This is an optimization exercise on Yosys and OpenROAD, whose aim is small area, a short achievable clock period and few clock cycles, not a production implementation.
Only simulation tests tie the RTL to the original design; equivalence was not proved.
No activity file was given, so power comes from the tool's default toggle rates.

==> flow/flow/run.sh <==
#!/bin/bash
# Standard layout (the standard.sh, its synthesis and steps unchanged),
# with repair_timing asked for extra setup slack so that it works on the
# critical paths below the clock period, port buffers of a regular buffer
# cell, and a clock tree with larger sink clusters and no dummy loads.
# Clock and constraints are the standard flow's own.
set -euo pipefail
bash standard.sh SETUP_SLACK_MARGIN=8.75 TNS_END_PERCENT=100 \
  'BUFFER_PORTS_ARGS=-buffer_cell sky130_fd_sc_hd__buf_4' \
  'CTS_ARGS=-sink_clustering_enable -repair_clock_nets -dont_use_dummy_load -sink_clustering_size 24 -sink_clustering_max_diameter 80' \
  finish > standard_flow.log 2>&1
==> flow/standard.sh <==
#!/bin/bash
# synth_recipe.tcl (not shown) runs the flow's synth.tcl, then flattens the netlist and writes it again
# the make line also repeats each setting of config.mk as NAME=value (left out here)
make -C /OpenROAD-flow-scripts/flow DESIGN_CONFIG=/design/flow/config.mk WORK_HOME=/design/flow/orfs CLKGATE_MAP_FILE= SYNTH_SCRIPT=/design/flow/synth_recipe.tcl "${@:-finish}"
==> flow/config.mk <==
export PLATFORM = sky130hd
export DESIGN_NAME = processor
export DESIGN_NICKNAME = processor
export VERILOG_FILES = /design/flow/design.v
export SDC_FILE = /design/flow/constraint.sdc
export NUM_CORES = 4
export LEC_CHECK = 0
export CAP_MARGIN = 30
export CORE_MARGIN = 2
export CORE_UTILIZATION = 35
export PLACE_DENSITY = 0.45
export SLEW_MARGIN = 30
==> flow/constraint.sdc <==
create_clock -name core_clock -period 14.0 [get_ports {i_clk}]
set_input_delay 2.8000 -clock core_clock [delete_from_list [all_inputs] [get_ports {i_clk}]]
set_output_delay 2.8000 -clock core_clock [all_outputs]
set_load 0.01 [all_outputs]
==> flow/design.v <==
module regfile(
    input  logic        i_clk,
    input  logic        we,
    input  logic [4:0]  wa,
    input  logic [31:0] wd,
    input  logic [4:0]  ra1,
    input  logic [4:0]  ra2,
    output logic [31:0] rd1,
    output logic [31:0] rd2
);
logic [31:1][31:0] rf;
logic [31:0] wsel, sel1, sel2;
always_comb begin
    for (int k = 0; k < 32; k++) begin
        wsel[k] = we & (wa == k);
        sel1[k] = (ra1 == k);
        sel2[k] = (ra2 == k);
    end
end
genvar i;
generate
    for (i = 1; i < 32; i++) begin : g_r
        always_ff @(posedge i_clk) begin
            if (wsel[i]) rf[i] <= wd;
        end
    end
endgenerate
always_comb begin
    rd1 = '0;
    rd2 = '0;
    for (int k = 1; k < 32; k++) begin
        rd1 = rd1 | (rf[k] & {32{sel1[k]}});
        rd2 = rd2 | (rf[k] & {32{sel2[k]}});
    end
end
endmodule
module processor(
    input  logic        i_clk,
    input  logic        i_rst,
    output logic [31:0] o_mem_addr,
    output logic        o_mem_wen,
    output logic [31:0] o_mem_wdata,
    output logic [3:0]  o_mem_byte_en,
    input  logic [31:0] i_mem_rdata
);
logic [13:0] addr_q;
logic        wen_q;
logic [31:0] wdata_q;
logic [3:0]  be_q;
logic        s_fetch_q;      
logic        s_ep_q;         
logic [11:0] lf_q;           
logic        ep_q;           
logic        btb_v;
logic [11:0] btb_pc, btb_tgt;
logic        d_v_q;
logic [11:0] d_pc_q;
logic        d_ep_q;
logic        d_btb_q;        
logic        ld1_v, ld2_v;
logic [4:0]  ld1_rd, ld2_rd;
logic [2:0]  ld1_f3, ld2_f3;
logic [1:0]  ld1_lo, ld2_lo;
logic        e_v;
logic        e_ld, e_st, e_br, e_jal, e_jalr;
logic [2:0]  e_f3;
logic        e_sub, e_alt, e_wr, e_bimm;
logic        e_sadd, e_ssh, e_sslt, e_sxor, e_sor, e_sand, e_slink;
logic [4:0]  e_rd, e_rs1, e_rs2;
logic [31:0] e_a, e_b, e_imm;
logic [11:0] e_pc4, e_tgt;     
logic        e_pred, e_ep, e_back;
assign o_mem_addr    = {18'd0, addr_q};
assign o_mem_wen     = wen_q;
assign o_mem_wdata   = wdata_q;
assign o_mem_byte_en = be_q;
logic [31:0] ldval;
logic [15:0] ld_h;
logic [7:0]  ld_b;
always_comb begin
    ld_h = ld2_lo[1] ? i_mem_rdata[31:16] : i_mem_rdata[15:0];
    ld_b = ld2_lo[0] ? ld_h[15:8] : ld_h[7:0];
    if (ld2_f3[1])      ldval = i_mem_rdata;
    else if (ld2_f3[0]) ldval = {{16{~ld2_f3[2] & ld_h[15]}}, ld_h};
    else                ldval = {{24{~ld2_f3[2] & ld_b[7]}}, ld_b};
end
logic wait_e, exec;
assign wait_e = e_v & (ld2_v | (ld1_v & (ld1_rd != 5'd0) &
                                ((e_rs1 == ld1_rd) | (e_rs2 == ld1_rd) |
                                 (e_wr & (e_rd == ld1_rd)))));
assign exec = e_v & ~wait_e;
logic [31:0] opb, sum;
assign opb   = e_bimm ? e_imm : e_b;
logic [13:0] asum;           
assign asum  = e_a[13:0] + {{2{e_tgt[11]}}, e_tgt};
logic        ltu, lt, eq, taken;
assign sum   = e_a + (e_sub ? ~opb : opb) + {31'd0, e_sub};
assign ltu   = e_a < opb;
assign lt    = (e_a[31] ^ opb[31]) ? e_a[31] : ltu;
assign eq    = (e_a == e_b);
assign taken = (e_f3[2] ? (e_f3[1] ? ltu : lt) : eq) ^ e_f3[0];
logic        sh_left, sh_fill;
logic [31:0] sh_src, sh_out, sh_res;
logic [32:0] sh_ext;
always_comb begin
    sh_left = ~e_f3[2];
    for (int k = 0; k < 32; k++) sh_src[k] = sh_left ? e_a[31-k] : e_a[k];
    sh_fill = e_alt & e_a[31] & ~sh_left;
    sh_ext  = $signed({sh_fill, sh_src}) >>> opb[4:0];
    sh_out  = sh_ext[31:0];
    for (int k = 0; k < 32; k++) sh_res[k] = sh_left ? sh_out[31-k] : sh_out[k];
end
logic [31:0] res;
assign res = ({32{e_sadd}}  & sum)
           | ({32{e_ssh}}   & sh_res)
           | ({32{e_sslt}}  & {31'd0, e_f3[0] ? ltu : lt})
           | ({32{e_sxor}}  & (e_a ^ opb))
           | ({32{e_sor}}   & (e_a | opb))
           | ({32{e_sand}}  & (e_a & opb))
           | ({32{e_slink}} & {18'd0, e_pc4, 2'b00});
logic [31:0] ir;
assign ir = i_mem_rdata;
logic [4:0] op;
logic d_jal, d_jalr, d_br, d_ld, d_st, d_opi, d_op, d_lui, d_auipc;
assign op      = ir[6:2];
assign d_jal   =  op[4] &  op[1];
assign d_jalr  =  op[4] & ~op[1] &  op[0];
assign d_br    =  op[4] & ~op[0];
assign d_ld    = ~op[4] & ~op[2] & ~op[3];
assign d_st    = ~op[4] & ~op[2] &  op[3];
assign d_opi   = ~op[4] &  op[2] & ~op[3] & ~op[0];
assign d_op    = ~op[4] &  op[2] &  op[3] & ~op[0];
assign d_lui   = ~op[4] &  op[2] &  op[3] &  op[0];
assign d_auipc = ~op[4] &  op[2] & ~op[3] &  op[0];
logic [4:0]  rs1, rs2, rd;
logic [2:0]  f3;
assign rs1 = ir[19:15];
assign rs2 = ir[24:20];
assign rd  = ir[11:7];
assign f3  = ir[14:12];
logic [31:0] imm_i, imm_s, imm_u, imm_b, imm_j, d_imm;
assign imm_i = {{20{ir[31]}}, ir[31:20]};
assign imm_s = {{20{ir[31]}}, ir[31:25], ir[11:7]};
assign imm_u = {ir[31:12], 12'd0};
assign imm_b = {{19{ir[31]}}, ir[31], ir[7], ir[30:25], ir[11:8], 1'b0};
assign imm_j = {{11{ir[31]}}, ir[31], ir[19:12], ir[20], ir[30:21], 1'b0};
assign d_imm = d_st ? imm_s : ((d_lui | d_auipc) ? imm_u : imm_i);
logic [11:0] d_tgt, d_tgt_b, d_tgt_j, d_pc4;
assign d_tgt_b = d_pc_q + imm_b[13:2];
assign d_tgt_j = d_pc_q + imm_j[13:2];
assign d_tgt   = d_jal ? d_tgt_j : d_tgt_b;
assign d_pc4 = d_pc_q + 12'd1;
logic        rf_we;
logic [4:0]  rf_wa;
logic [31:0] rf_wd, rf_rd1, rf_rd2;
assign rf_we = ld2_v | (exec & e_wr);
assign rf_wa = ld2_v ? ld2_rd : e_rd;
assign rf_wd = ld2_v ? ldval : res;
regfile u_rf(
    .i_clk (i_clk),
    .we    (rf_we),
    .wa    (rf_wa),
    .wd    (rf_wd),
    .ra1   (rs1),
    .ra2   (rs2),
    .rd1   (rf_rd1),
    .rd2   (rf_rd2)
);
logic byp1, byp2;
logic [31:0] v1, v2, a_next;
assign byp1   = exec & e_wr & (e_rd == rs1);
assign byp2   = exec & e_wr & (e_rd == rs2);
assign v1     = byp1 ? res : rf_rd1;
assign v2     = byp2 ? res : rf_rd2;
always_comb begin
    a_next = v1;
    if (d_lui)   a_next = 32'd0;
    if (d_auipc) a_next = {18'd0, d_pc_q, 2'b00};
end
logic        d_old, redir, kill_d, kill_f;
logic [11:0] redir_pc;
assign d_old = d_v_q & (d_ep_q != e_ep);
always_comb begin
    redir    = 1'b0;
    redir_pc = e_tgt;
    kill_d   = 1'b0;
    kill_f   = 1'b0;
    if (exec) begin
        if (e_jalr) begin
            redir = 1'b1; redir_pc = asum[13:2]; kill_d = 1'b1; kill_f = 1'b1;
        end else if (e_br | e_jal) begin
            if (!e_pred) begin
                if (e_jal | taken) begin
                    redir = 1'b1; kill_d = 1'b1; kill_f = 1'b1;
                end
            end else if (e_jal | taken) begin
                kill_d = d_old;
            end else begin
                redir = 1'b1; kill_f = 1'b1; kill_d = ~d_old;
                redir_pc = d_old ? d_pc4 : e_pc4;
            end
        end
    end
end
logic d_adv, late_pred, drop, d_pred, e_mem;
assign d_adv     = d_v_q & ~kill_d & (~e_v | exec);
assign e_mem     = exec & (e_ld | e_st);
assign late_pred = wait_e & (e_br | e_jal) & ~e_pred;
assign drop      = wait_e & d_v_q;
assign d_pred    = d_adv & (d_br | d_jal) & ~d_btb_q & ~e_mem & ~redir;
logic btb_hit, btb_go;
assign btb_hit = s_fetch_q & btb_v & (addr_q[13:2] == btb_pc);
assign btb_go  = btb_hit & ~e_mem & ~redir & ~late_pred & ~drop & ~d_pred;
logic        n_kill, ep_n;
logic [11:0] n_pc, seq_pc;
assign seq_pc = lf_q + 12'd1;
always_comb begin
    n_pc   = seq_pc;
    n_kill = kill_f;
    ep_n   = ep_q;
    if (redir) begin
        n_pc = redir_pc;
    end else if (late_pred) begin
        n_pc = e_tgt; ep_n = ~ep_q; n_kill = d_v_q;
    end else if (drop) begin
        n_pc = d_pc_q; n_kill = 1'b1;
    end else if (d_pred) begin
        n_pc = d_tgt; ep_n = ~ep_q;
    end else if (btb_go) begin
        n_pc = btb_tgt; ep_n = ~ep_q;
    end
end
logic [31:0] st_data;
logic [3:0]  st_be;
always_comb begin
    case (e_f3[1:0])
        2'b00:   begin st_data = {4{e_b[7:0]}};  st_be = 4'b0001 << asum[1:0]; end
        2'b01:   begin st_data = {2{e_b[15:0]}}; st_be = asum[1] ? 4'b1100 : 4'b0011; end
        default: begin st_data = e_b;            st_be = 4'b1111; end
    endcase
end
always_ff @(posedge i_clk or negedge i_rst) begin
    if (~i_rst) begin
        addr_q    <= 14'd0;
        wen_q     <= 1'b0;
        s_fetch_q <= 1'b1;
        s_ep_q    <= 1'b0;
        lf_q      <= 12'd0;
        ep_q      <= 1'b0;
        d_v_q     <= 1'b0;
        ld1_v     <= 1'b0;
        ld2_v     <= 1'b0;
        e_v       <= 1'b0;
        btb_v     <= 1'b0;
        d_btb_q   <= 1'b0;
    end else begin
        d_btb_q   <= btb_go;
        if (exec & e_br & e_back & taken) btb_v <= 1'b1;
        addr_q    <= e_mem ? asum : {n_pc, 2'b00};
        wen_q     <= exec & e_st;
        s_fetch_q <= ~e_mem;
        s_ep_q    <= ep_n;
        if (~e_mem) lf_q <= n_pc;
        ep_q      <= ep_n;
        d_v_q     <= s_fetch_q & ~n_kill;
        ld1_v     <= exec & e_ld;
        ld2_v     <= ld1_v;
        if (~wait_e) e_v <= d_adv;
    end
end
always_ff @(posedge i_clk) begin
    wdata_q <= st_data;
    be_q    <= st_be;
    d_pc_q  <= addr_q[13:2];
    d_ep_q  <= s_ep_q;
    if (exec & e_br & e_back & taken) begin
        btb_pc  <= e_pc4 - 12'd1;
        btb_tgt <= e_tgt;
    end
    ld1_rd  <= e_rd;
    ld1_f3  <= e_f3;
    ld1_lo  <= asum[1:0];
    ld2_rd  <= ld1_rd;
    ld2_f3  <= ld1_f3;
    ld2_lo  <= ld1_lo;
    if (~wait_e) begin
        e_ld     <= d_ld;
        e_st     <= d_st;
        e_br     <= d_br;
        e_jal    <= d_jal;
        e_jalr   <= d_jalr;
        e_f3     <= f3;
        e_sub    <= d_op & (f3 == 3'b000) & ir[30];
        e_alt    <= ir[30];
        e_sadd   <= ((d_op | d_opi) & (f3 == 3'b000)) | d_lui | d_auipc;
        e_ssh    <= (d_op | d_opi) & (f3[1:0] == 2'b01);
        e_sslt   <= (d_op | d_opi) & (f3[2:1] == 2'b01);
        e_sxor   <= (d_op | d_opi) & (f3 == 3'b100);
        e_sor    <= (d_op | d_opi) & (f3 == 3'b110);
        e_sand   <= (d_op | d_opi) & (f3 == 3'b111);
        e_slink  <= d_jal | d_jalr;
        e_wr     <= (d_op | d_opi | d_lui | d_auipc | d_jal | d_jalr) & (rd != 5'd0);
        e_rd     <= rd;
        e_rs1    <= (d_lui | d_auipc | d_jal) ? 5'd0 : rs1;
        e_rs2    <= (d_op | d_st | d_br) ? rs2 : 5'd0;
        e_a      <= a_next;
        e_b      <= v2;
        e_imm    <= d_imm;
        e_bimm   <= ~(d_op | d_br | d_st);
        e_pc4    <= d_pc4;
        e_tgt    <= (d_ld | d_st | d_jalr) ? d_imm[11:0] : d_tgt;
        e_pred   <= d_pred | d_btb_q;
        e_ep     <= d_btb_q ? ~d_ep_q : ep_n;
        e_back   <= ir[31];
    end else begin
        if (late_pred) begin
            e_pred <= 1'b1;
            e_ep   <= ep_n;
        end
        if (ld2_v & (ld2_rd != 5'd0) & (e_rs1 == ld2_rd)) e_a <= ldval;
        if (ld2_v & (ld2_rd != 5'd0) & (e_rs2 == ld2_rd)) e_b <= ldval;
    end
end
endmodule
==> flow_summary_export.csv, run 1 <==
group,metric,value,unit
timing,skew,0.1249,ns
cells_and_area,final_cell_mix,"1172 x sky130_fd_sc_hd__edfxtp_1, 398 x sky130_fd_sc_hd__a22oi_1, 301 x sky130_fd_sc_hd__buf_4",
timing,slew-limit-headroom,0.2227,
clock_tree,number_of_hold_buffers_added_after_cts,0,
synth,synth-edff-count,1172,
timing,setup_viol,0,
clock_tree,cts_sinks,1276,
power_and_ir_drop,power_dens_cells,155.0,nW/um^2
routing,vias,52907,
timing,slew_violations,0,
floorplanning,num_io_pins,103,
global_routing,grt_remaining_overflow,0,
floorplanning,floorplan.core_area,178800,sq um
placement,pre_cts_ws,7.227,ns
clock_tree,cts.reportedPaths.clkPinSlew,0.10,ns
routing,route.detailed.wl_per_inst,44.36,um
critical_path,cp_max_fo,17,
critical_path,worstSetupEndpointType,"flop",
global_routing,vias_in_the_first_global_route,49806,
critical_path,worstPathBufferInverterCount,3,
critical_path,critical_path_class,"in -> reg",
routing,antenna_violating_nets_post_route,0,
synth,ys.flop_type,"sky130_fd_sc_hd__edfxtp_1",
clock_tree,clock_tree.buffer_depth,3,
global_routing,global_route_wire_length_before_repair,438200,um
run,drv.max_cap_violation_count,0,
routing,dr.pass1.iters,10,
global_routing,largest_net_degree_at_the_start_of_global_routing,65,
critical_path,cpPeakStageDelay,0.51,ns
critical_path,cpLargestDelayFamily,"simple AND/OR/NAND/NOR gates",
critical_path,r2r_end,"addr_q[5]",
critical_path,cp-start-kind,"primary input",
placement,port-buffer-count,84,
cells_and_area,area_delta_synth_final,12.98,%
routing,post_dr_vias_cell,7.088,
clock_tree,clk_latency,0.78,ns
placement,detailedPlacementHpwl,202800,um
timing,worst-slew-pin-transition,1.166,ns
power_and_ir_drop,p_leak,0.02430,uW
synth,synthDistinctLibCells,102,
synth,yosysTopAreaCellShare,0.5571,
cells_and_area,drive_above_1_share,0.1546,
timing,period_needed,5.409,ns
critical_path,reg2reg_from,"e_a[31]",
synth,synthesis.area,63170,sq um
placement,routabilityCongestion,0.9650,
critical_path,worstSetupEndpoint,"e_b[17]",
synth,async_sr_flop_fraction,0.02743,
cells_and_area,most_frequent_standard_cell_in_the_layout_excluding_fill_and_tap_cells,"sky130_fd_sc_hd__edfxtp_1",
synth,synth_area_leaders,"sky130_fd_sc_hd__edfxtp_1 56%, sky130_fd_sc_hd__a22oi_1 4.7%, sky130_fd_sc_hd__a221oi_1 3.8%",
synth,syn_area_per_cell,12.62,sq um
synth,syn-instance-count,5005,
clock_tree,cts_buffers,85,
power_and_ir_drop,ir_drop,0.1012,mV
floorplanning,floorplan.rows,155,
timing,fmax,0.1849,GHz
timing,setup_total_negative_slack,0,ns
critical_path,critPathMostFrequentCell,"sky130_fd_sc_hd__buf_4",
critical_path,worst-path-stages,11,
synth,yosysWarnings,2,
worst_hold_path,hold_class,"reg -> reg",
critical_path,timing.critical_path.cells,"buf_4 > nand2b_4 > buf_4 > nor2_4 > buf_4 > a22o_1 > a221oi_1 > nand4_1 > nor3_2 > nand2_1 > a31o_2",
routing,total_detailed_routing_wirelength,331100,um
critical_path,cp_data_required_time,14.41,ns
floorplanning,start_util,0.3533,
critical_path,r2r_slack,8.84,ns
clock_tree,cts_htree_levels,3,
timing,number_of_hold_slack_violations_in_the_final_timing_report,0,
routing,drtIter0Drc,10691,
floorplanning,die_w,428.8,um
timing,unrepaired_setup_endpoints_after_global_routing,"yes",
status,status,"complete, no violations",
critical_path,startpoint,"i_mem_rdata[20]",
timing,timing.final.ws_setup,8.591,ns
synth,number_of_storage_elements_in_the_synthesis_netlist,1276,
synth,ys_seq_area_frac,0.5929,
critical_path,cpMaxStageDelayCell,"sky130_fd_sc_hd__nor3_2",
critical_path,r2r_cells,16,
timing,timing.hold.ws,0.2940,ns
floorplanning,die_y,428.8,um
power_and_ir_drop,p_total,11060,uW
clock_tree,tritoncts,"yes",
critical_path,data_arrival_time_at_the_worst_slack_endpoint,5.81,ns
clock_tree,ctsRootBufferMaster,"sky130_fd_sc_hd__clkbuf_16",
timing,min_period_over_period,0.3864,
routing,drcViolationCount,0,
global_routing,globalRouteTotalUtil,0.3462,
floorplanning,die_area,183900,sq um
synth,yosysTopAreaCell,"sky130_fd_sc_hd__edfxtp_1",
global_routing,number_of_antenna_violations_at_the_first_check_in_global_routing,12,
cells_and_area,layout.nets,5296,
-- Yosys cell counts (12+ instances only) --
cell,number
sky130_fd_sc_hd__edfxtp_1,1172
sky130_fd_sc_hd__a22oi_1,398
sky130_fd_sc_hd__nor2_1,276
sky130_fd_sc_hd__clkbuf_1,275
sky130_fd_sc_hd__a221oi_1,274
sky130_fd_sc_hd__a22o_1,268
sky130_fd_sc_hd__nand2_1,252
sky130_fd_sc_hd__o21ai_0,182
sky130_fd_sc_hd__a21oi_1,177
sky130_fd_sc_hd__nand4_1,158
sky130_fd_sc_hd__ha_1,153
sky130_fd_sc_hd__inv_1,117
sky130_fd_sc_hd__mux2i_1,109
sky130_fd_sc_hd__xnor2_1,99
sky130_fd_sc_hd__nand3_1,92
sky130_fd_sc_hd__xor2_1,89
sky130_fd_sc_hd__nor3_1,86
sky130_fd_sc_hd__dfxtp_1,69
sky130_fd_sc_hd__a222oi_1,64
sky130_fd_sc_hd__a21o_1,60
sky130_fd_sc_hd__buf_1,41
sky130_fd_sc_hd__mux2_2,40
sky130_fd_sc_hd__dfrtp_1,34
sky130_fd_sc_hd__mux4_2,30
sky130_fd_sc_hd__and2_1,27
sky130_fd_sc_hd__o211ai_1,27
sky130_fd_sc_hd__a31oi_1,22
sky130_fd_sc_hd__and3_1,22
sky130_fd_sc_hd__a211oi_1,21
sky130_fd_sc_hd__buf_4,20
sky130_fd_sc_hd__nor4_1,20
sky130_fd_sc_hd__or3_1,20
sky130_fd_sc_hd__o221ai_1,18
sky130_fd_sc_hd__o22ai_1,18
sky130_fd_sc_hd__buf_2,16
sky130_fd_sc_hd__or2_2,16
sky130_fd_sc_hd__nand2b_1,15
sky130_fd_sc_hd__nor2b_1,15
sky130_fd_sc_hd__a211o_1,13
sky130_fd_sc_hd__o21a_1,13
sky130_fd_sc_hd__o21bai_1,13
sky130_fd_sc_hd__o31ai_1,12
-- metal layers --
metal / routed length (um) / global-route usage / vias up
li1: - / - / 20374
met1: 122400 / 0.4316 / 26523
met2: 144300 / 0.5338 / 4662
met3: 40620 / 0.1060 / 1334
met5: 115 / 0.001301 / -
met4: 23710 / 0.1931 / 14
-- power breakdown --
| group | switching [uW] | leakage (uW) | internal, uW |
|---|---|---|---|
| sequential | 490 | 0.0120 | 4810 |
| clock | 1300 | 0.00105 | 1070 |
| combinational | 2240 | 0.0112 | 1160 |
-- how the worst min path moves through the flow --
stage	cells after the start	to	start	slack, ns
final	0	ld2_f3[1]	ld1_f3[1]	0.29
after global routing	0	ld2_f3[1]	ld1_f3[1]	0.29
after CTS	0	ld2_f3[1]	ld1_f3[1]	0.30
after detailed placement	0	ld2_f3[2]	ld1_f3[2]	0.32
after global placement	0	ld2_f3[2]	ld1_f3[2]	0.32
after floorplan	0	ld2_f3[0]	ld1_f3[0]	0.31
-- layout make-up --
class	count	area, sq um
repair buffers	349	2927
inverters	122	465.4
diodes	5	12.51
well taps	2355	2947
clock buffers	85	2127
flip-flops and latches	1276	37450
multi-input cells	3272	25440
fillers	16773	107400
-- timing repair --
action / 4_1_cts / 5_1_grt
pin swaps: 15 / 11
endpoints found under the setup margin: 519 / 549
endpoints found under the hold margin: 0 / 0
buffers inserted: 28 / 32
gates resized for setup: 53 / 71
gates cloned: 3 / 3
-- worst reg2reg max path, stage by stage (launching register included) --
cell,delay (ns)
sky130_fd_sc_hd__edfxtp_1,0.79
sky130_fd_sc_hd__inv_1,0.20
sky130_fd_sc_hd__ha_1,0.51
sky130_fd_sc_hd__nor4_4,0.12
sky130_fd_sc_hd__nand4_1,0.12
sky130_fd_sc_hd__buf_4,0.14
sky130_fd_sc_hd__buf_4,0.11
sky130_fd_sc_hd__a21oi_1,0.06
sky130_fd_sc_hd__nor4_2,0.70
sky130_fd_sc_hd__o2111ai_4,0.32
sky130_fd_sc_hd__a21oi_1,0.24
sky130_fd_sc_hd__and4b_4,0.25
sky130_fd_sc_hd__o31a_1,0.28
sky130_fd_sc_hd__buf_4,0.25
sky130_fd_sc_hd__nor3_4,0.45
sky130_fd_sc_hd__a2111oi_2,0.16
sky130_fd_sc_hd__o32ai_1,0.37
-- per-stage QoR --
stage	instances	util	instance area [sq um]
final	7464	0.3992	71370
after global placement	7297	0.3792	67810
after CTS	7421	0.3951	70640
after detailed placement	7305	0.3805	68040
after global routing	7460	0.3991	71360
after floorplan	5022	-	63490
-- flip-flops by register name (all words and copies together) (netlist names), 3 cells and up --
name,cells
e_rs2,5
e_imm,32
e_a,32
be_q,4
addr_q,14
e_rd,5
wdata_q,32
e_b,32
e_tgt,12
ld1_f3,3
u_rf.rf,992
btb_pc,12
lf_q,12
ld1_rd,5
e_rs1,5
ld2_f3,3
d_pc_q,12
btb_tgt,12
e_f3,3
e_pc4,12
ld2_rd,5
-- kinds of logic (layout without fill, tap and decap cells) --
| family | count (synthesis) | after routing | synth area share |
|---|---|---|---|
| mux | 182 | 184 | 0.03591 |
| simple gates | 1041 | 1041 | 0.08067 |
| flops | 1276 | 1276 | 0.5929 |
| xor+xnor | 188 | 188 | 0.02606 |
| fa+ha+maj | 156 | 156 | 0.03125 |
| buf+inv | 480 | 556 | 0.03078 |
| other cells | 1 | 23 | 0.00005936 |
| compound gates | 1681 | 1685 | 0.2024 |
Testbench counts, summed over its fixed seeds: cycles 83,611.
==> inputs of run 2 (changes only) <==
--- a/flow/flow/run.sh
+++ b/flow/flow/run.sh
@@ -5,7 +5,7 @@
 # cell, and a clock tree with larger sink clusters and no dummy loads.
 # Clock and constraints are the standard flow's own.
 set -euo pipefail
-bash standard.sh SETUP_SLACK_MARGIN=8.75 TNS_END_PERCENT=100 \
+bash standard.sh SETUP_SLACK_MARGIN=8.5 TNS_END_PERCENT=100 \
   'BUFFER_PORTS_ARGS=-buffer_cell sky130_fd_sc_hd__buf_4' \
   'CTS_ARGS=-sink_clustering_enable -repair_clock_nets -dont_use_dummy_load -sink_clustering_size 24 -sink_clustering_max_diameter 80' \
   finish > standard_flow.log 2>&1
==> run 2 against run 1 <==
Effect of this change: critical path depth down 2; synthesized area did not move; first-iteration DRC count up 3.4%; cell count decreased by 0.17%; fmax fell by 5.3%; clock power up 2%; routed wire length is 0.52% lower; core utilization shrank 0.35 points; global-route usage decreased by 0.085 points; flip-flop and latch count unchanged; non-clock buffer count is 18 lower; clock skew grew 0.0067 ns.
==> flow_summary_export.csv, run 2 <==
group,metric,value,unit
clock_tree,clock_tree.buffer_depth,3,
clock_tree,tritoncts,"yes",
timing,timing.final.ws_setup,8.290,ns
synth,ys.flop_type,"sky130_fd_sc_hd__edfxtp_1",
synth,syn_area_per_cell,12.62,sq um
global_routing,global_route_wire_length_before_repair,438800,um
floorplanning,die_area,183900,sq um
synth,synth.top_cells.by_count,"1172 x sky130_fd_sc_hd__edfxtp_1, 398 x sky130_fd_sc_hd__a22oi_1, 276 x sky130_fd_sc_hd__nor2_1",
global_routing,grt_remaining_overflow,0,
timing,unrepaired_setup_endpoints_after_global_routing,"no",
timing,fmax,0.1751,GHz
critical_path,worstSetupEndpointType,"flop",
status,status,"complete, no violations",
placement,placed_cells_incl_taps,7296,
run,drv.max_cap_violation_count,0,
power_and_ir_drop,power_dens_cells,156.4,nW/um^2
cells_and_area,nFillCells,16900,
synth,async_sr_flop_fraction,0.02743,
floorplanning,start_util,0.3533,
global_routing,globalRouteTotalUtil,0.3453,
timing,setup_total_negative_slack,0,ns
routing,drtIter0Drc,11052,
timing,min_period_over_period,0.4078,
clock_tree,cts_sinks,1276,
timing,setup_viol,0,
cells_and_area,final_cell_count_no_fill,7451,
power_and_ir_drop,ir_drop,0.08253,mV
global_routing,largest_net_degree_at_the_start_of_global_routing,54,
synth,ys_seq_area_frac,0.5929,
global_routing,number_of_antenna_violations_at_the_first_check_in_global_routing,10,
routing,route.detailed.wl_per_inst,44.21,um
global_routing,vias_in_the_first_global_route,49741,
timing,worst-slew-pin-transition,1.140,ns
routing,total_detailed_routing_wirelength,329400,um
floorplanning,die_y,428.8,um
critical_path,cp_data_required_time,14.52,ns
placement,post_dp_cell_area,67800,sq um
synth,synthDistinctLibCells,102,
placement,routabilityCongestion,0.9815,
clock_tree,ctsRootBufferMaster,"sky130_fd_sc_hd__clkbuf_16",
routing,antenna_violating_nets_post_route,0,
critical_path,critical_path_class,"in -> reg",
routing,post_dr_vias_cell,7.140,
synth,synthesis.area,63170,sq um
timing,skew,0.1316,ns
cells_and_area,largest_reg_flops,992,
placement,pre_cts_ws,7.258,ns
placement,port-buffer-count,84,
critical_path,data_arrival_time_at_the_worst_slack_endpoint,6.23,ns
cells_and_area,drive_above_1_share,0.1451,
synth,yosysTopAreaCell,"sky130_fd_sc_hd__edfxtp_1",
floorplanning,die_w,428.8,um
floorplanning,floorplan.rows,155,
synth,yosysTopAreaCellShare,0.5571,
critical_path,r2r_cells,15,
cells_and_area,final_cell_mix,"1172 x sky130_fd_sc_hd__edfxtp_1, 398 x sky130_fd_sc_hd__a22oi_1, 318 x sky130_fd_sc_hd__buf_4",
synth,synth-edff-count,1172,
worst_hold_path,hold_class,"reg -> reg",
power_and_ir_drop,p_leak,0.02411,uW
synth,synth_area_leaders,"sky130_fd_sc_hd__edfxtp_1 56%, sky130_fd_sc_hd__a22oi_1 4.7%, sky130_fd_sc_hd__a221oi_1 3.8%",
timing,slew_violations,0,
floorplanning,num_io_pins,103,
critical_path,cp-start-kind,"primary input",
synth,yosys.cell_count.top_type,"sky130_fd_sc_hd__edfxtp_1",
worst_hold_path,whs_path_depth,0,
synth,number_of_storage_elements_in_the_synthesis_netlist,1276,
clock_tree,cts.reportedPaths.clkPinSlew,0.09,ns
clock_tree,cts_htree_levels,3,
synth,syn-instance-count,5005,
timing,period_needed,5.710,ns
clock_tree,clk_latency,0.78,ns
clock_tree,cts_buffers,89,
floorplanning,floorplan.core_area,178800,sq um
cells_and_area,register_bank_with_the_most_flops,"u_rf.rf",
routing,vias,53198,
cells_and_area,design_area,70750,sq um
critical_path,cp_max_fo,20,
timing,number_of_hold_slack_violations_in_the_final_timing_report,0,
timing,slew-limit-headroom,0.2380,
routing,dr.pass1.iters,13,
cells_and_area,most_frequent_standard_cell_in_the_layout_excluding_fill_and_tap_cells,"sky130_fd_sc_hd__edfxtp_1",
synth,yosysWarnings,2,
cells_and_area,layout.nets,5278,
placement,detailedPlacementHpwl,203300,um
cells_and_area,area_delta_synth_final,12.00,%
routing,drcViolationCount,0,
run 2: cell types whose count changed in the layout (fill, tap and decap cells not counted), moves of 4 or more:
cell                      previous run  this run
sky130_fd_sc_hd__buf_6              31         5
sky130_fd_sc_hd__buf_4             301       318
sky130_fd_sc_hd__mux2i_4            13         3
sky130_fd_sc_hd__nor3_1             62        72
sky130_fd_sc_hd__nor3_4             10         3
sky130_fd_sc_hd__a21oi_1           161       167
sky130_fd_sc_hd__a21oi_4             9         3
sky130_fd_sc_hd__buf_8               6         1
sky130_fd_sc_hd__diode_2             5        10
sky130_fd_sc_hd__mux2i_2            17        22
sky130_fd_sc_hd__buf_16              4         0
run 2: layout make-up:
cell class                      instances  area (sq um)  share of cell area
Sequential cell                      1276         37450              0.5293
Timing Repair Buffer                  331          2586             0.03655
Tap cell                             2355          2947             0.04165
Multi-Input combinational cell       3268         25050              0.3540
Antenna cell                           10         25.02           0.0003537
Clock buffer                           89          2227             0.03148
Inverter                              122         467.9            0.006614
run 2: final timing paths:
kind | startpoint | to | slack, ns
max | i_mem_rdata[23] | e_b[0] | 8.29
min | ld1_f3[1] | ld2_f3[1] | 0.33
max reg2reg | e_b[2] | u_rf.rf[155] | 8.58
min reg2reg | ld1_f3[1] | ld2_f3[1] | 0.33
max in group asynchronous | i_rst | lf_q[5] | 11.55
min in group asynchronous | i_rst | addr_q[2] | 2.05
run 2: per-layer routing:
layer / vias up / share of wire / GRT usage
met4: 14 / 0.077 / 0.1902
met1: 26520 / 0.37 / 0.4360
met3: 1468 / 0.12 / 0.1041
met5: - / 0.00077 / 0
li1: 20366 / - / -
met2: 4830 / 0.43 / 0.5287
run 2: power by group:
group          switching, uW  leakage, uW  total, uW  internal (uW)
Clock                   1290      0.00110       2410           1120
Sequential               457       0.0120       5260           4810
Combinational           2260       0.0110       3390           1130
run 2: critical path: stages:
cell	delay, ns
sky130_fd_sc_hd__buf_4	0.35
sky130_fd_sc_hd__or3b_2	0.62
sky130_fd_sc_hd__nor2_4	0.65
sky130_fd_sc_hd__buf_4	0.63
sky130_fd_sc_hd__a222oi_1	0.19
sky130_fd_sc_hd__nand4_1	0.15
sky130_fd_sc_hd__or3_1	0.37
sky130_fd_sc_hd__a31oi_1	0.21
sky130_fd_sc_hd__o21ai_0	0.19
run 2: per-stage QoR:
step | utilization | power, uW | hold slack (ns)
finish | 0.3957 | 11070 | 0.3322
detailed placement | 0.3792 | 8566 | 0.3121
floorplan | - | 7068 | 0.3096
global placement | 0.3785 | 8559 | 0.3152
CTS | 0.3921 | 10950 | 0.3330
global route | 0.3956 | 11430 | 0.3404
run 2: cell families (layout without fill, tap and decap cells):
logic type      after synthesis  in the layout  synth area share
simple gates               1041           1041           0.08067
buf+inv                     480            542           0.03078
fa+ha+maj                   156            156           0.03125
flops                      1276           1276            0.5929
compound gates             1681           1683            0.2024
xor+xnor                    188            188           0.02606
other cells                   1             28        0.00005936
mux                         182            182           0.03591
run 2: timing repair:
item / in CTS / in global routing
hold buffers: 0 / 0
resized for setup: 15 / 33
cloned: 2 / 0
pin swaps: 1 / 21
setup endpoints to repair: 300 / 269
buffers inserted: 3 / 50
==> inputs of run 3 (changes only) <==
--- a/flow/flow/run.sh
+++ b/flow/flow/run.sh
@@ -5,7 +5,7 @@
 # cell, and a clock tree with larger sink clusters and no dummy loads.
 # Clock and constraints are the standard flow's own.
 set -euo pipefail
-bash standard.sh SETUP_SLACK_MARGIN=8.5 TNS_END_PERCENT=100 \
+bash standard.sh SETUP_SLACK_MARGIN=8.25 TNS_END_PERCENT=100 \
   'BUFFER_PORTS_ARGS=-buffer_cell sky130_fd_sc_hd__buf_4' \
   'CTS_ARGS=-sink_clustering_enable -repair_clock_nets -dont_use_dummy_load -sink_clustering_size 24 -sink_clustering_max_diameter 80' \
   finish > standard_flow.log 2>&1
==> run 3 against run 2 <==
Effect of this change: the layout now fails its checks (max-capacitance violations, max-slew violations); clock skew rose by 0.032 ns; sequential power barely moved; sequential share of layout area rose by 0.41 points; cell area fell by 0.77%; combinational power fell by 3%; non-clock buffer count fell by 56; largest power group unchanged.
==> flow_summary_export.csv, run 3 <==
group,metric,value,unit
status,status,"failed layout checks",
status,failed_checks,"max-capacitance violations, max-slew violations",
floorplanning,die_y,428.8,um
worst_hold_path,hold_class,"reg -> reg",
routing,post_dr_vias_cell,7.143,
placement,port-buffer-count,84,
clock_tree,clock_tree.buffer_depth,3,
critical_path,cp_max_fo,18,
routing,dr.pass1.iters,13,
timing,slew-limit-headroom,-0.1666,
cells_and_area,largest_reg_flops,992,
power_and_ir_drop,power_dens_cells,157.1,nW/um^2
critical_path,worstSetupEndpointType,"flop",
placement,routabilityCongestion,0.9420,
timing,skew,0.1640,ns
synth,ys_seq_area_frac,0.5929,
cells_and_area,register_bank_with_the_most_flops,"u_rf.rf",
synth,yosys.cell_count.top_type,"sky130_fd_sc_hd__edfxtp_1",
timing,setup_total_negative_slack,0,ns
floorplanning,floorplan.rows,155,
floorplanning,die_w,428.8,um
synth,yosysTopAreaCell,"sky130_fd_sc_hd__edfxtp_1",
synth,synth.top_cells.by_count,"1172 x sky130_fd_sc_hd__edfxtp_1, 398 x sky130_fd_sc_hd__a22oi_1, 276 x sky130_fd_sc_hd__nor2_1",
cells_and_area,final_cell_mix,"1172 x sky130_fd_sc_hd__edfxtp_1, 398 x sky130_fd_sc_hd__a22oi_1, 272 x sky130_fd_sc_hd__a221oi_1",
timing,period_needed,5.957,ns
routing,vias,52808,
timing,worst-slew-pin-transition,1.738,ns
synth,synthDistinctLibCells,102,
clock_tree,cts_buffers,90,
critical_path,cp-start-kind,"primary input",
placement,detailedPlacementHpwl,197100,um
timing,unrepaired_setup_endpoints_after_global_routing,"yes",
synth,synth_area_leaders,"sky130_fd_sc_hd__edfxtp_1 56%, sky130_fd_sc_hd__a22oi_1 4.7%, sky130_fd_sc_hd__a221oi_1 3.8%",
synth,yosysTopAreaCellShare,0.5571,
power_and_ir_drop,p_leak,0.02379,uW
critical_path,cp_data_required_time,14.41,ns
clock_tree,clk_latency,0.79,ns
routing,route.detailed.wl_per_inst,44.29,um
cells_and_area,area_delta_synth_final,11.13,%
clock_tree,cts.reportedPaths.clkPinSlew,0.09,ns
synth,number_of_storage_elements_in_the_synthesis_netlist,1276,
global_routing,grt_remaining_overflow,0,
clock_tree,tritoncts,"yes",
synth,synthesis.area,63170,sq um
global_routing,vias_in_the_first_global_route,49733,
power_and_ir_drop,ir_drop,0.09156,mV
floorplanning,num_io_pins,103,
timing,min_period_over_period,0.4255,
synth,async_sr_flop_fraction,0.02743,
routing,antenna_violating_nets_post_route,0,
routing,drtIter0Drc,11066,
clock_tree,cts_sinks,1276,
synth,syn_area_per_cell,12.62,sq um
timing,setup_viol,0,
cells_and_area,layout.nets,5223,
critical_path,data_arrival_time_at_the_worst_slack_endpoint,6.37,ns
global_routing,largest_net_degree_at_the_start_of_global_routing,57,
placement,pre_cts_ws,7.401,ns
clock_tree,ctsRootBufferMaster,"sky130_fd_sc_hd__clkbuf_16",
synth,synth-edff-count,1172,
floorplanning,die_area,183900,sq um
timing,number_of_hold_slack_violations_in_the_final_timing_report,0,
routing,total_detailed_routing_wirelength,327400,um
run,drv.max_cap_violation_count,1,
global_routing,globalRouteTotalUtil,0.3428,
timing,slew_violations,4,
cells_and_area,most_frequent_standard_cell_in_the_layout_excluding_fill_and_tap_cells,"sky130_fd_sc_hd__edfxtp_1",
cells_and_area,drive_above_1_share,0.1330,
floorplanning,floorplan.core_area,178800,sq um
global_routing,global_route_wire_length_before_repair,435900,um
timing,timing.final.ws_setup,8.043,ns
floorplanning,start_util,0.3533,
routing,drcViolationCount,0,
timing,fmax,0.1679,GHz
critical_path,critical_path_class,"in -> reg",
synth,yosysWarnings,2,
clock_tree,cts_htree_levels,3,
global_routing,number_of_antenna_violations_at_the_first_check_in_global_routing,6,
synth,ys.flop_type,"sky130_fd_sc_hd__edfxtp_1",
synth,syn-instance-count,5005,
run 3: worst paths after layout:
check / from / to / slack (ns) / cells after the start
max in group asynchronous: i_rst / ld2_v / 11.55 / 1
hold reg to reg: ld1_f3[1] / ld2_f3[1] / 0.32 / 0
setup / recovery: i_mem_rdata[19] / e_a[28] / 8.04 / 10
setup reg to reg: e_bimm / addr_q[10] / 8.40 / 14
min in group asynchronous: i_rst / addr_q[0] / 2.03 / 1
hold / removal: ld1_f3[1] / ld2_f3[1] / 0.32 / 0
run 3: routing by layer:
metal,track usage,vias up,part of all wire
li1,-,20251,-
met1,0.4321,26364,0.37
met2,0.5234,4708,0.43
met3,0.1017,1472,0.12
met4,0.1958,13,0.076
met5,0.004424,-,0.00095
run 3: stage by stage:
step                utilization  power (uW)  std cells  cell area (sq um)  hold WS, ns
floorplan                     -        7062       5022              63320       0.3096
global placement         0.3780        8540       7284              67590       0.3128
detailed placement       0.3788        8547       7287              67730       0.3121
CTS                      0.3916       10940       7379              70010       0.3220
global route             0.3925       11380       7387              70190       0.3336
finish                   0.3926       11030       7393              70210       0.3201
run 3: worst max-delay path, stage by stage:
cell	delay, ns
sky130_fd_sc_hd__buf_4	0.16
sky130_fd_sc_hd__nand2_1	0.61
sky130_fd_sc_hd__nor2_4	0.07
sky130_fd_sc_hd__buf_4	0.31
sky130_fd_sc_hd__buf_4	0.37
sky130_fd_sc_hd__a222oi_1	0.56
sky130_fd_sc_hd__nand3_1	0.16
sky130_fd_sc_hd__nor4_1	0.94
sky130_fd_sc_hd__o22a_1	0.28
sky130_fd_sc_hd__o21ai_0	0.07
run 3: repair_timing:
item,CTS,global route
gates resized for setup,5,12
pin swaps,1,1
gates cloned,0,2
buffers inserted,2,3
setup endpoints to repair,96,238
hold buffers,0,0
run 3: power breakdown:
group / switching, uW / total (uW) / internal (uW)
Combinational: 2210 / 3300 / 1090
Sequential: 472 / 5280 / 4810
Clock: 1310 / 2440 / 1130
Total: 3990 / 11000 / 7030
run 3: cells by family after synthesis:
logic type / count (synthesis) / synth area share
mux: 182 / 0.03591
flops: 1276 / 0.5929
other cells: 1 / 0.00005936
buf+inv: 480 / 0.03078
compound gates: 1681 / 0.2024
fa+ha+maj: 156 / 0.03125
xor+xnor: 188 / 0.02606
simple gates: 1041 / 0.08067
run 3: cell type report:
class                      instances  area (sq um)
antenna                            7         17.52
fill                           16870        108600
multi-input combinational       3268         24910
tap                             2355          2947
sequential                      1276         37450
timing repair buffer             275          2162
inverter                         122         467.9
clock buffer                      90          2252
==> inputs of run 4 (changes only) <==
--- a/flow/flow/run.sh
+++ b/flow/flow/run.sh
@@ -5,7 +5,7 @@
 # cell, and a clock tree with larger sink clusters and no dummy loads.
 # Clock and constraints are the standard flow's own.
 set -euo pipefail
-bash standard.sh SETUP_SLACK_MARGIN=8.25 TNS_END_PERCENT=100 \
+bash standard.sh SETUP_SLACK_MARGIN=9.5 TNS_END_PERCENT=100 \
   'BUFFER_PORTS_ARGS=-buffer_cell sky130_fd_sc_hd__buf_4' \
   'CTS_ARGS=-sink_clustering_enable -repair_clock_nets -dont_use_dummy_load -sink_clustering_size 24 -sink_clustering_max_diameter 80' \
   finish > standard_flow.log 2>&1
==> run 4 against run 3 <==
Effect of this change: via count grew 12%; largest power group unchanged; clock skew barely moved; routed wire length rose by 18%; critical endpoint is now addr_q[12]; the layout still fails its checks (max-capacitance violations, max-slew violations).
==> flow_summary_export.csv, run 4 <==
group,metric,value,unit
power_and_ir_drop,seq_power_share,0.423,
timing,slew-limit-headroom,-0.02272,
critical_path,timing.critical_path.cells,"buf_12 > nand2_8 > mux2_4 > ha_4 > fa_2 > a21o_1 > a21oi_2 > o21ai_1 > a21o_1 > a21oi_2 > o21bai_1 > a21oi_2 > xnor2_4 > a2111oi_4 > a211oi_2 > a21o_1",
status,failed_checks,"max-capacitance violations, max-slew violations",
clock_tree,number_of_hold_buffers_added_after_cts,0,
routing,post_dr_vias_cell,7.213,
power_and_ir_drop,switching_power,4681,uW
critical_path,cpMaxStageDelayCell,"sky130_fd_sc_hd__fa_2",
placement,detailedPlacementHpwl,206400,um
cells_and_area,largest_reg_flops,992,
critical_path,cp_max_fo,5,
cells_and_area,layout.nets,6000,
global_routing,global_route_wire_length_before_repair,479600,um
power_and_ir_drop,p_int,7842,uW
floorplanning,num_io_pins,103,
timing,timing.final.ws_setup,8.894,ns
clock_tree,clk_latency,0.82,ns
global_routing,vias_in_the_first_global_route,53095,
synth,synth.top_cells.by_count,"1172 x sky130_fd_sc_hd__edfxtp_1, 398 x sky130_fd_sc_hd__a22oi_1, 276 x sky130_fd_sc_hd__nor2_1",
floorplanning,die_area,183900,sq um
cells_and_area,area_delta_synth_final,36.11,%
timing,skew,0.1637,ns
placement,pre_cts_ws,7.678,ns
critical_path,cpPeakStageDelay,0.35,ns
timing,slew_violations,4,
global_routing,globalRouteTotalUtil,0.3833,
routing,drcViolationCount,0,
floorplanning,die_w,428.8,um
synth,synth-edff-count,1172,
synth,number_of_storage_elements_in_the_synthesis_netlist,1276,
floorplanning,die_y,428.8,um
synth,synth_area_leaders,"sky130_fd_sc_hd__edfxtp_1 56%, sky130_fd_sc_hd__a22oi_1 4.7%, sky130_fd_sc_hd__a221oi_1 3.8%",
power_and_ir_drop,power_dens_cells,145.6,nW/um^2
timing,unrepaired_setup_endpoints_after_global_routing,"yes",
cells_and_area,nFillCells,15590,
timing,fmax,0.1958,GHz
routing,drtIter0Drc,12452,
clock_tree,cts_htree_levels,3,
critical_path,cpLargestDelayFamily,"compound AO/OA/AOI/OAI gates",
synth,synthesis.area,63170,sq um
critical_path,worstPathBufferInverterCount,1,
clock_tree,clock_tree.buffer_depth,3,
synth,synthDistinctLibCells,102,
timing,timing.hold.ws,0.3098,ns
cells_and_area,final_cell_mix,"1172 x sky130_fd_sc_hd__edfxtp_1, 580 x sky130_fd_sc_hd__buf_4, 381 x sky130_fd_sc_hd__a22oi_1",
cells_and_area,most_frequent_standard_cell_in_the_layout_excluding_fill_and_tap_cells,"sky130_fd_sc_hd__edfxtp_1",
power_and_ir_drop,p_total,12520,uW
routing,route.detailed.wl_per_inst,47.10,um
floorplanning,floorplan.core_area,178800,sq um
synth,async_sr_flop_fraction,0.02743,
routing,vias,58975,
synth,ys_seq_area_frac,0.5929,
synth,syn_area_per_cell,12.62,sq um
synth,yosys.cell_count.top_type,"sky130_fd_sc_hd__edfxtp_1",
global_routing,number_of_antenna_violations_at_the_first_check_in_global_routing,23,
synth,syn-instance-count,5005,
global_routing,grt_remaining_overflow,0,
clock_tree,tritoncts,"yes",
clock_tree,cts.reportedPaths.clkPinSlew,0.08,ns
clock_tree,cts_sinks,1276,
placement,port-buffer-count,84,
routing,total_detailed_routing_wirelength,385100,um
floorplanning,floorplan.rows,155,
power_and_ir_drop,p_leak,0.03053,uW
clock_tree,ctsRootBufferMaster,"sky130_fd_sc_hd__clkbuf_16",
synth,yosysTopAreaCell,"sky130_fd_sc_hd__edfxtp_1",
cells_and_area,register_bank_with_the_most_flops,"u_rf.rf",
critical_path,critical_path_class,"in -> reg",
power_and_ir_drop,p_comb_frac,0.382,
power_and_ir_drop,switching_share,0.3738,
cells_and_area,drive_above_1_share,0.3421,
floorplanning,start_util,0.3533,
power_and_ir_drop,ir_drop,0.08897,mV
status,status,"failed layout checks",
routing,dr.pass1.iters,13,
routing,antenna_violating_nets_post_route,0,
critical_path,cp-start-kind,"primary input",
placement,routabilityCongestion,0.9504,
global_routing,largest_net_degree_at_the_start_of_global_routing,79,
critical_path,data_arrival_time_at_the_worst_slack_endpoint,5.73,ns
critical_path,cp_data_required_time,14.62,ns
synth,yosysWarnings,2,
timing,period_needed,5.106,ns
timing,setup_viol,0,
timing,setup_total_negative_slack,0,ns
timing,min_period_over_period,0.3647,
run,drv.max_cap_violation_count,1,
worst_hold_path,hold_class,"reg -> reg",
critical_path,worstSetupEndpointType,"flop",
timing,worst-slew-pin-transition,1.518,ns
synth,yosysTopAreaCellShare,0.5571,
power_and_ir_drop,share_clk_of_total_power,0.195,
clock_tree,cts_buffers,88,
synth,ys.flop_type,"sky130_fd_sc_hd__edfxtp_1",
timing,number_of_hold_slack_violations_in_the_final_timing_report,0,
-- run 4: cell counts after synthesis --
Identical to the previous run, type by type.
-- run 4: final timing paths --
| path | startpoint | endpoint | slack [ns] | depth (start not counted) |
|---|---|---|---|---|
| max | i_mem_rdata[6] | addr_q[12] | 8.89 | 16 |
| min | ld1_f3[0] | ld2_f3[0] | 0.31 | 0 |
| max reg2reg | e_bimm | u_rf.rf[686] | 9.24 | 21 |
| min reg2reg | ld1_f3[0] | ld2_f3[0] | 0.31 | 0 |
| max in group asynchronous | i_rst | lf_q[3] | 11.58 | 1 |
| min in group asynchronous | i_rst | addr_q[8] | 2.03 | 1 |
-- run 4: metal layers --
layer,global-route usage,up-vias,routed length (um)
li1,-,21939,-
met4,0.2684,30,36940
met2,0.5743,5836,160800
met5,0.007026,-,623
met3,0.1368,1875,54890
met1,0.4581,29295,131800
-- run 4: what timing repair did --
| item | CTS | global route |
|---|---|---|
| resized for setup | 677 | 499 |
| gates cloned | 51 | 44 |
| pin swaps | 166 | 307 |
| setup buffers | 330 | 344 |
| setup endpoints to repair | 1107 | 1088 |
-- run 4: area by class of cell --
class                      instances  area (sq um)  area share
antenna                           13         32.53   0.0003783
multi-input combinational       3295         29930      0.3481
sequential                      1276         37450      0.4356
inverter                         122         493.0    0.005733
tap                             2355          2947     0.03427
clock buffer                      88          2202     0.02561
timing repair buffer            1027         12920      0.1503
-- run 4: worst register-to-register path: cells and delay by family, from the launching register on --
kind            cells  cell delay (ns)
mux                 1             0.19
xor+xnor            2             0.49
flops               1             0.40
compound gates      7             1.53
simple gates        2             0.25
fa+ha+maj           1             0.36
buf+inv             8             1.36
-- run 4: power groups by stage --
stage	Combinational (uW)	Sequential [uW]	Clock (uW)
final	4780	5300	2440
after global routing	4970	5310	2550
after CTS	3990	5280	2430
after detailed placement	3260	5360	0
after global placement	3240	5360	0
after floorplan	2060	5100	0
-- run 4: kinds of logic after synthesis --
| logic type | synth area share |
|---|---|
| compound gates | 0.2024 |
| xor+xnor | 0.02606 |
| fa+ha+maj | 0.03125 |
| buf+inv | 0.03078 |
| flops | 0.5929 |
| mux | 0.03591 |
| other cells | 0.00005936 |
| simple gates | 0.08067 |
-- run 4: metrics by stage --
step / cell area [sq um] / instances / utilization
2_1_floorplan: 66480 / 5022 / -
3_3_place_gp: 68970 / 7294 / 0.3857
3_5_place_dp: 69230 / 7304 / 0.3872
4_1_cts: 79220 / 7773 / 0.4431
5_1_grt: 85960 / 8166 / 0.4807
6_report: 85990 / 8176 / 0.4809
==> inputs of run 5 (changes only) <==
--- a/flow/flow/run.sh
+++ b/flow/flow/run.sh
@@ -5,7 +5,7 @@
 # cell, and a clock tree with larger sink clusters and no dummy loads.
 # Clock and constraints are the standard flow's own.
 set -euo pipefail
-bash standard.sh SETUP_SLACK_MARGIN=9.5 TNS_END_PERCENT=100 \
+bash standard.sh SETUP_SLACK_MARGIN=9.0 TNS_END_PERCENT=100 \
   'BUFFER_PORTS_ARGS=-buffer_cell sky130_fd_sc_hd__buf_4' \
   'CTS_ARGS=-sink_clustering_enable -repair_clock_nets -dont_use_dummy_load -sink_clustering_size 24 -sink_clustering_max_diameter 80' \
   finish > standard_flow.log 2>&1
==> run 5 against run 4 <==
Effect of this change: clock power fell by 3%; sequential share of layout area up 7.8 points; worst hold slack improved by 0.037 ns; critical path depth fell by 1; the run now finishes clean; combinational power decreased by 23%; synthesized area stayed put; cell area down 15%; critical endpoint unchanged; clock-buffer cell count down 4; synthesized cell count is the same; clock skew is 0.0076 ns higher; highest routed layer unchanged.
==> flow_summary_export.csv, run 5 <==
group,metric,value,unit
synth,yosys.cell_count.top_type,"sky130_fd_sc_hd__edfxtp_1",
placement,detailedPlacementHpwl,203800,um
clock_tree,cts_buffers,84,
clock_tree,ctsRootBufferMaster,"sky130_fd_sc_hd__clkbuf_16",
clock_tree,cts_sinks,1276,
timing,setup_viol,0,
routing,post_dr_vias_cell,7.192,
clock_tree,clock_tree.buffer_depth,3,
timing,worst-slew-pin-transition,1.229,ns
synth,synth_area_leaders,"sky130_fd_sc_hd__edfxtp_1 56%, sky130_fd_sc_hd__a22oi_1 4.7%, sky130_fd_sc_hd__a221oi_1 3.8%",
critical_path,cp_data_required_time,14.58,ns
synth,number_of_storage_elements_in_the_synthesis_netlist,1276,
floorplanning,die_area,183900,sq um
synth,ys.flop_type,"sky130_fd_sc_hd__edfxtp_1",
synth,syn-instance-count,5005,
timing,period_needed,5.171,ns
floorplanning,floorplan.core_area,178800,sq um
clock_tree,tritoncts,"yes",
run,drv.max_cap_violation_count,0,
critical_path,critical_path_class,"in -> reg",
critical_path,worstSetupEndpointType,"flop",
placement,port-buffer-count,84,
routing,antenna_violating_nets_post_route,0,
timing,slew_violations,0,
timing,fmax,0.1934,GHz
clock_tree,clk_latency,0.80,ns
routing,drtIter0Drc,11732,
routing,dr.pass1.iters,17,
power_and_ir_drop,ir_drop,0.09304,mV
critical_path,data_arrival_time_at_the_worst_slack_endpoint,5.75,ns
power_and_ir_drop,p_leak,0.02484,uW
synth,yosysWarnings,2,
cells_and_area,nFillCells,16693,
status,status,"complete, no violations",
cells_and_area,area_delta_synth_final,15.54,%
synth,yosysTopAreaCell,"sky130_fd_sc_hd__edfxtp_1",
floorplanning,die_w,428.8,um
timing,number_of_hold_slack_violations_in_the_final_timing_report,0,
power_and_ir_drop,p_total,11330,uW
placement,placed_cells_incl_taps,7296,
cells_and_area,most_frequent_standard_cell_in_the_layout_excluding_fill_and_tap_cells,"sky130_fd_sc_hd__edfxtp_1",
routing,route.detailed.wl_per_inst,45.38,um
global_routing,number_of_antenna_violations_at_the_first_check_in_global_routing,13,
routing,total_detailed_routing_wirelength,341400,um
global_routing,vias_in_the_first_global_route,50618,
floorplanning,die_y,428.8,um
cells_and_area,drive_above_1_share,0.1757,
critical_path,cp-start-kind,"primary input",
timing,slew-limit-headroom,0.1808,
timing,skew,0.1713,ns
synth,async_sr_flop_fraction,0.02743,
synth,yosysTopAreaCellShare,0.5571,
synth,ys_seq_area_frac,0.5929,
power_and_ir_drop,power_dens_cells,155.3,nW/um^2
placement,pre_cts_ws,7.338,ns
floorplanning,num_io_pins,103,
synth,synth.top_cells.by_count,"1172 x sky130_fd_sc_hd__edfxtp_1, 398 x sky130_fd_sc_hd__a22oi_1, 276 x sky130_fd_sc_hd__nor2_1",
timing,setup_total_negative_slack,0,ns
cells_and_area,register_bank_with_the_most_flops,"u_rf.rf",
timing,unrepaired_setup_endpoints_after_global_routing,"yes",
floorplanning,floorplan.rows,155,
placement,routabilityCongestion,0.9599,
timing,min_period_over_period,0.3694,
floorplanning,start_util,0.3533,
clock_tree,cts.reportedPaths.clkPinSlew,0.10,ns
synth,synth-edff-count,1172,
synth,synthesis.area,63170,sq um
cells_and_area,final_cell_count_no_fill,7523,
cells_and_area,final_cell_mix,"1172 x sky130_fd_sc_hd__edfxtp_1, 398 x sky130_fd_sc_hd__a22oi_1, 306 x sky130_fd_sc_hd__buf_4",
synth,synthDistinctLibCells,102,
cells_and_area,largest_reg_flops,992,
clock_tree,number_of_hold_buffers_added_after_cts,0,
clock_tree,cts_htree_levels,3,
global_routing,globalRouteTotalUtil,0.3559,
cells_and_area,layout.nets,5355,
routing,drcViolationCount,0,
global_routing,grt_remaining_overflow,0,
timing,timing.final.ws_setup,8.829,ns
global_routing,global_route_wire_length_before_repair,449500,um
global_routing,largest_net_degree_at_the_start_of_global_routing,65,
routing,vias,54104,
worst_hold_path,hold_class,"reg -> reg",
synth,syn_area_per_cell,12.62,sq um
critical_path,cp_max_fo,17,
==> run 5: cell counts after synthesis <==
Identical to the previous run, type by type.
==> run 5: cell families after synthesis <==
logic type      share of synthesized area
xor+xnor                          0.02606
fa+ha+maj                         0.03125
compound gates                     0.2024
buf+inv                           0.03078
mux                               0.03591
other cells                    0.00005936
simple gates                      0.08067
flops                              0.5929
==> run 5: critical path, cell delays in order <==
cell and delay, ns:
sky130_fd_sc_hd__buf_8 0.16, sky130_fd_sc_hd__mux2_4 0.31, sky130_fd_sc_hd__ha_4 0.17, sky130_fd_sc_hd__fa_2 0.34
sky130_fd_sc_hd__a21o_1 0.19, sky130_fd_sc_hd__a21oi_2 0.15, sky130_fd_sc_hd__o21ai_1 0.08, sky130_fd_sc_hd__a21o_1 0.17
sky130_fd_sc_hd__a21oi_2 0.16, sky130_fd_sc_hd__o21bai_1 0.09, sky130_fd_sc_hd__a21oi_2 0.24, sky130_fd_sc_hd__xnor2_4 0.16
sky130_fd_sc_hd__a2111oi_4 0.36, sky130_fd_sc_hd__a211oi_2 0.14, sky130_fd_sc_hd__a21o_1 0.17
==> run 5: where the power goes <==
part,internal (uW),total [uW],switching (uW)
Combinational,1310,3690,2390
Sequential,4800,5280,480
Clock,1060,2360,1300
==> run 5: path summary, 6_finish.rpt <==
check	from	depth (start not counted)	slack (ns)	end
max	i_mem_rdata[22]	15	8.83	addr_q[12]
min	ld1_lo[0]	0	0.35	ld2_lo[0]
max reg2reg	e_b[1]	10	9.02	u_rf.rf[355]
min reg2reg	ld1_lo[0]	0	0.35	ld2_lo[0]
max in group asynchronous	i_rst	1	11.56	s_fetch_q
min in group asynchronous	i_rst	1	2.04	wen_q
==> run 5: layer usage <==
layer | up-vias | track usage | share of wire
li1 | 20543 | - | -
met1 | 26971 | 0.4478 | 0.36
met2 | 5097 | 0.5358 | 0.43
met3 | 1479 | 0.1148 | 0.13
met4 | 14 | 0.2078 | 0.076
met5 | - | 0 | 0.00095
==> run 5: cell type report <==
cell class,instances,area [sq um],area share
repair buffers,402,3819,0.05232
well taps,2355,2947,0.04037
multi-input cells,3279,26180,0.3587
flip-flops and latches,1276,37450,0.5131
diodes,5,12.51,0.0001714
clock buffers,84,2102,0.02880
inverters,122,475.5,0.006514
==> run 5: metrics by stage <==
stage | hold WS [ns] | utilization | instance area, sq um
after floorplan | 0.3096 | - | 63590
after global placement | 0.3140 | 0.3790 | 67770
after detailed placement | 0.3121 | 0.3804 | 68020
after CTS | 0.3475 | 0.4011 | 71720
after global routing | 0.3510 | 0.4081 | 72980
final | 0.3470 | 0.4082 | 72990
==> run 5: what timing repair did <==
item                                   CTS  global route
buffers inserted                        70            50
setup endpoints to repair              939           638
endpoints found under the hold margin    0             0
cloned                                   9             6
pin swaps                               37            39
resized for setup                      163           131

## port drivers added, routing unchanged
In the flow no input, the clock included, has a driving cell. The finished layouts below were timed again as built, in two steps.
Step 1 (the two cells are an assumption about what drives the block):
set clk [get_ports {i_clk}]
set_driving_cell -lib_cell sky130_fd_sc_hd__clkbuf_16 $clk
set_driving_cell -lib_cell sky130_fd_sc_hd__buf_2 [delete_from_list [all_inputs] $clk]
Step 2 moves the port delays by t, midway between the first and last clock arrival at a register: inputs arrive t later, outputs are due t later. That takes back most of the time a late clock gives input paths.
Three values: ideal ports, drivers, drivers and shift; two values: the first two.
run	t, ns	slack for setup (ns)	clock arrival spread, ns	cell pins on the clock port's net
run 1	0.799	8.591 / 8.644 / 7.845	0.125 / 0.125	1
run 2	0.793	8.290 / 8.345 / 7.552	0.132 / 0.132	1
run 3	0.797	8.043 / 8.083 / 7.286	0.164 / 0.164	1
run 4	0.812	8.894 / 8.908 / 8.096	0.186 / 0.186	1
run 5	0.793	8.829 / 8.872 / 8.079	0.172 / 0.172	1
The setup slack of run 4, which loses most, moves by +0.014 ns with the drivers and by -0.798 ns with both steps.
